What follows belongs to an exercise in optimizing a design on an open flow for small area, a short achievable clock period and few clock cycles per item; a production flow would make more cautious choices. Only simulation tests tie the RTL to the original design; equivalence was not proved. No activity file was given, so power comes from the tool's default toggle rates.

**config.mk**
```make
export PLATFORM = sky130hd
export DESIGN_NAME = DES_Core
export DESIGN_NICKNAME = DES_Core
export VERILOG_FILES = /design/flow/design.v
export SDC_FILE = /design/flow/constraint.sdc
export NUM_CORES = 4
export LEC_CHECK = 0
export CAP_MARGIN = 20
export CORE_MARGIN = 2
export CORE_UTILIZATION = 40
export SLEW_MARGIN = 20
```
**constraint.sdc**
```tcl
create_clock -name core_clock -period 5.0 [get_ports {clk}]
set_input_delay 1.0000 -clock core_clock [delete_from_list [all_inputs] [get_ports {clk}]]
set_output_delay 1.0000 -clock core_clock [all_outputs]
set_load 0.01 [all_outputs]
```
**design.v**
```verilog
`timescale 1ns / 1ps
module DES_Core(
    input wire clk,
    input wire reset,
    input wire start_i,
    input wire [63:0] plaintext_i,
    input wire [63:0] key_i,
    output reg [63:0] ciphertext_o,
    output reg done_o
    );
    reg [1:0] state;
    localparam IDLE = 2'd0, PROCESS = 2'd1, DONE = 2'd2;
    reg [3:0] round_ctr;
    reg [31:0] L, R, next_L, next_R;
    reg [63:0] k_reg;
    always @(posedge clk or posedge reset) begin
        if (reset) begin
            state <= IDLE;
            done_o <= 0;
            round_ctr <= 0;
            ciphertext_o <= 0;
        end else begin
            case (state)
                IDLE: begin
                    done_o <= 0;
                    if (start_i) begin
                        L <= plaintext_i[63:32];
                        R <= plaintext_i[31:0];
                        k_reg <= key_i;
                        round_ctr <= 0;
                        state <= PROCESS;
                    end
                end
                PROCESS: begin
                    L <= R;
                    R <= L ^ {R[28:0], R[31:29]} ^ k_reg[31:0]; 
                    k_reg <= {k_reg[62:0], k_reg[63]};
                    if (round_ctr == 15) begin
                        state <= DONE;
                    end else begin
                        round_ctr <= round_ctr + 1;
                    end
                end
                DONE: begin
                    ciphertext_o <= {R, L}; 
                    done_o <= 1'b1;
                    if (!start_i) state <= IDLE;  
                end
            endcase
        end
    end
endmodule
```
**run.sh**
```bash
#!/bin/bash
# synth_recipe.tcl (not shown) runs the flow's synth.tcl, then flattens the netlist and writes it again
# the make line also repeats each setting of config.mk as NAME=value (left out here)
make -C /OpenROAD-flow-scripts/flow DESIGN_CONFIG=/design/flow/config.mk WORK_HOME=/design/flow/orfs CLKGATE_MAP_FILE= SYNTH_SCRIPT=/design/flow/synth_recipe.tcl finish
```
==> impl_metrics.toml <==
[power_and_ir_drop]
p_sw_mw = 1.99
sw_frac_of_total = 0.289
p_int_mw = 4.91
ir_worst_vdd_mv = 0.246
clockPowerShare = 0.195
power_frac_seq = 0.430
total_power_mw = 6.90
p_per_area_nw_per_um2 = 594
power_leakage_nw = 4.12
combPwrFrac = 0.375

[layout]
final_core_util = 0.537
antennaDiodeCount = 0
area_delta_synth_final_pct = 32.8
drive_above_1_share = 0.323
nFillCells = 1789
final_nets = 848

[worst_setup_path]
arrival_ns = 2.75
r2r-start = "state[0]"
crit_required_ns = 5.06
crit_path_max_fanout = 86
end_kind = "register"
cp-start-kind = "primary input"
crit_type = "in2reg"
crit_path_start = "start_i"

[timing]
max_clock_freq_ghz = 0.372
rsz0062_at_grt = "no"
finalSetupViolCount = 0
final.setup.tns_ns = 0
slew_headroom = 0.326
period_share = 0.538
final_max_slew_viol_count = 0
tightest_slew_ns = 1.01
hold_viol = 0
period_minus_slack_ns = 2.69
layout_setup_ws_ns = 2.31
fin_skew_ns = 0.00976

[placed_design]
port-buffer-count = 195
place_ws_ns = 1.87
place.gp.congestion = 0.700
place_hpwl_um = 12400

[floorplanning]
die_h_um = 152
die_w_um = 152
design.die.area_um2 = 23100
rows = 54
start_util = 0.405
io-pin-count = 196
core-area_um2 = 21600

[synth]
synth-main-ff-cell = "edfxtp_1"
synth.top_cells.by_count = "mux2_2, edfxtp_1, dfrtp_1"
ys_types = 25
synth_warnings = 1
synth_top_area_cell = "edfxtp_1"
synth_area_leaders = "edfxtp_1, mux2_2, dfrtp_1"
synth_area_um2 = 8750
avgSynthCellArea_um2 = 17.0
synth.most_common_cell = "mux2_2"
ys_ff_latch = 199
seq_area_frac_synth = 0.643
synth_edf_count = 128
synthCells = 513
synthArstFlopShare = 0.357
synth_top_area_share = 0.439
syn_nets = 650

[clock_network]
cts_root_buf = "clkbuf_16"
cts.path.max_buffers = 2
cts_buffers = 17
cts.sinks = 199
cts_hold_buf = 0
htreeDepth = 4
cts_tree = "yes"
clock_latency_ns = 0.43
post_cts.repair.setup_buffers = 0
cts_resized = 0
clkSlewWorstSetupHoldPaths_ns = 0.07

[routing]
via_per_inst = 4.83
drt-pass1-iter-count = 6
drcViolationCount = 0
drtIter0Drc = 165
ant_nets = 0
routed_wl_um = 18600
vias = 4851
wl_per_cell_um = 18.5

[grt]
antenna_found_initial = 0
grtUsageTotal = 0.164
gr-total-overflow = 0
grt_pass1_wl_um = 29600
grt_pass1_vias = 5370
grt_max_degree = 87

[run_status]
outcome = "no timing/DRC/antenna violations"

[flow_run]
drv_cap = 0

[hold_path]
hold_path_class = "reg2reg"
hold_path.startpoint = "ciphertext_o[18]"
-- placed cells by master, fill, tap and decap left out, types with 3 or more instances in the layout --
master             n
clkbuf_16         17
nand3_1            3
edfxtp_1         128
mux2_2           193
buf_4              4
dfrtp_1           71
ha_1               3
clkdlybuf4s50_1  195
xnor2_1           64
clkbuf_1           3
mux2i_1            3
inv_1              6
-- cell families (layout without fill, tap and decap cells) --
group,Yosys count,in the layout,synth area share
flops,199,199,0.643
mux,196,196,0.252
xor+xnor,64,64,0.0641
buf+inv,29,240,0.0159
simple gates,13,13,0.00916
fa+ha+maj,6,6,0.00858
compound gates,6,6,0.00773
-- power groups by stage --
stage                     clock network [mW]  logic [mW]  registers, mW
after global placement                     0        2.55           2.99
final                                   1.34        2.59           2.97
after global routing                    1.44        2.80           3.06
after detailed placement                   0        2.60           3.01
after floorplan                            0        1.53           3.04
after CTS                               1.38        2.62           2.98
-- per-stage QoR --
step                      hold WS (ns)  std cells  area [µm²]
after global routing             0.526       1004       11600
after detailed placement         0.496        971       11000
after floorplan                  0.505        513        8750
after CTS                        0.513       1003       11600
after global placement           0.489        971       11000
final                            0.506       1004       11600
-- area by class of cell --
class / count / area [µm²] / area share
Inverter: 7 / 28.8 / 0.00248
Multi-Input combinational cell: 285 / 3020 / 0.260
Sequential cell: 199 / 5620 / 0.484
Timing Repair Buffer: 201 / 2030 / 0.175
Tap cell: 280 / 350 / 0.0302
Clock inverter: 12 / 128 / 0.0110
Clock buffer: 20 / 437 / 0.0376
-- per-layer routing --
metal,vias up,GRT usage,wire (µm)
li1,2293,-,-
met1,2403,0.216,8420
met2,140,0.257,8670
met3,15,0.0573,1310
met4,0,0.0481,207
met5,-,0,0
-- path summary, 6_finish.rpt --
| path | slack, ns | endpoint | cells past startpoint |
|---|---|---|---|
| worst max-delay path | 2.31 | k_reg[63] | 4 |
| worst min-delay path | 0.51 | ciphertext_o[18] | 1 |
| worst max register to register | 2.53 | k_reg[63] | 5 |
| worst min register to register | 0.51 | ciphertext_o[18] | 1 |
| max in group asynchronous | 3.00 | ciphertext_o[33] | 3 |
| min in group asynchronous | 1.22 | ciphertext_o[37] | 2 |
-- worst max-delay path, stage by stage --
cell             delay [ns]
clkdlybuf4s50_1        0.50
mux2i_1                0.19
nor2_4                 0.50
buf_12                 0.40
Testbench counts, summed over its fixed seeds: cycles 43,208, blocks 2,400.

## separate check: timing with driven ports
Ports are ideal in the flow. The routed layout listed here was re-timed in OpenROAD.
Step 1 sets driving cells, clkbuf_16 on the clock port and buf_2 on the other inputs (assumed; they add their load-dependent delay and slew).
Step 2 also shifts input and output timing later by t, the mid clock arrival at the registers, as if the neighbouring blocks saw the same clock.
Three values: ideal, step 1, step 2; two values: the first two.
t (ns): 0.464
slack for setup (ns): 2.310 / 2.280 / 1.816
worst data-port slew with drivers (ns): 0.07
pins driven straight from the clock port: 1
After both steps setup and hold are still met in this run. For this run, drivers alone change the setup slack by -0.030 ns; drivers and shift together by -0.494 ns.
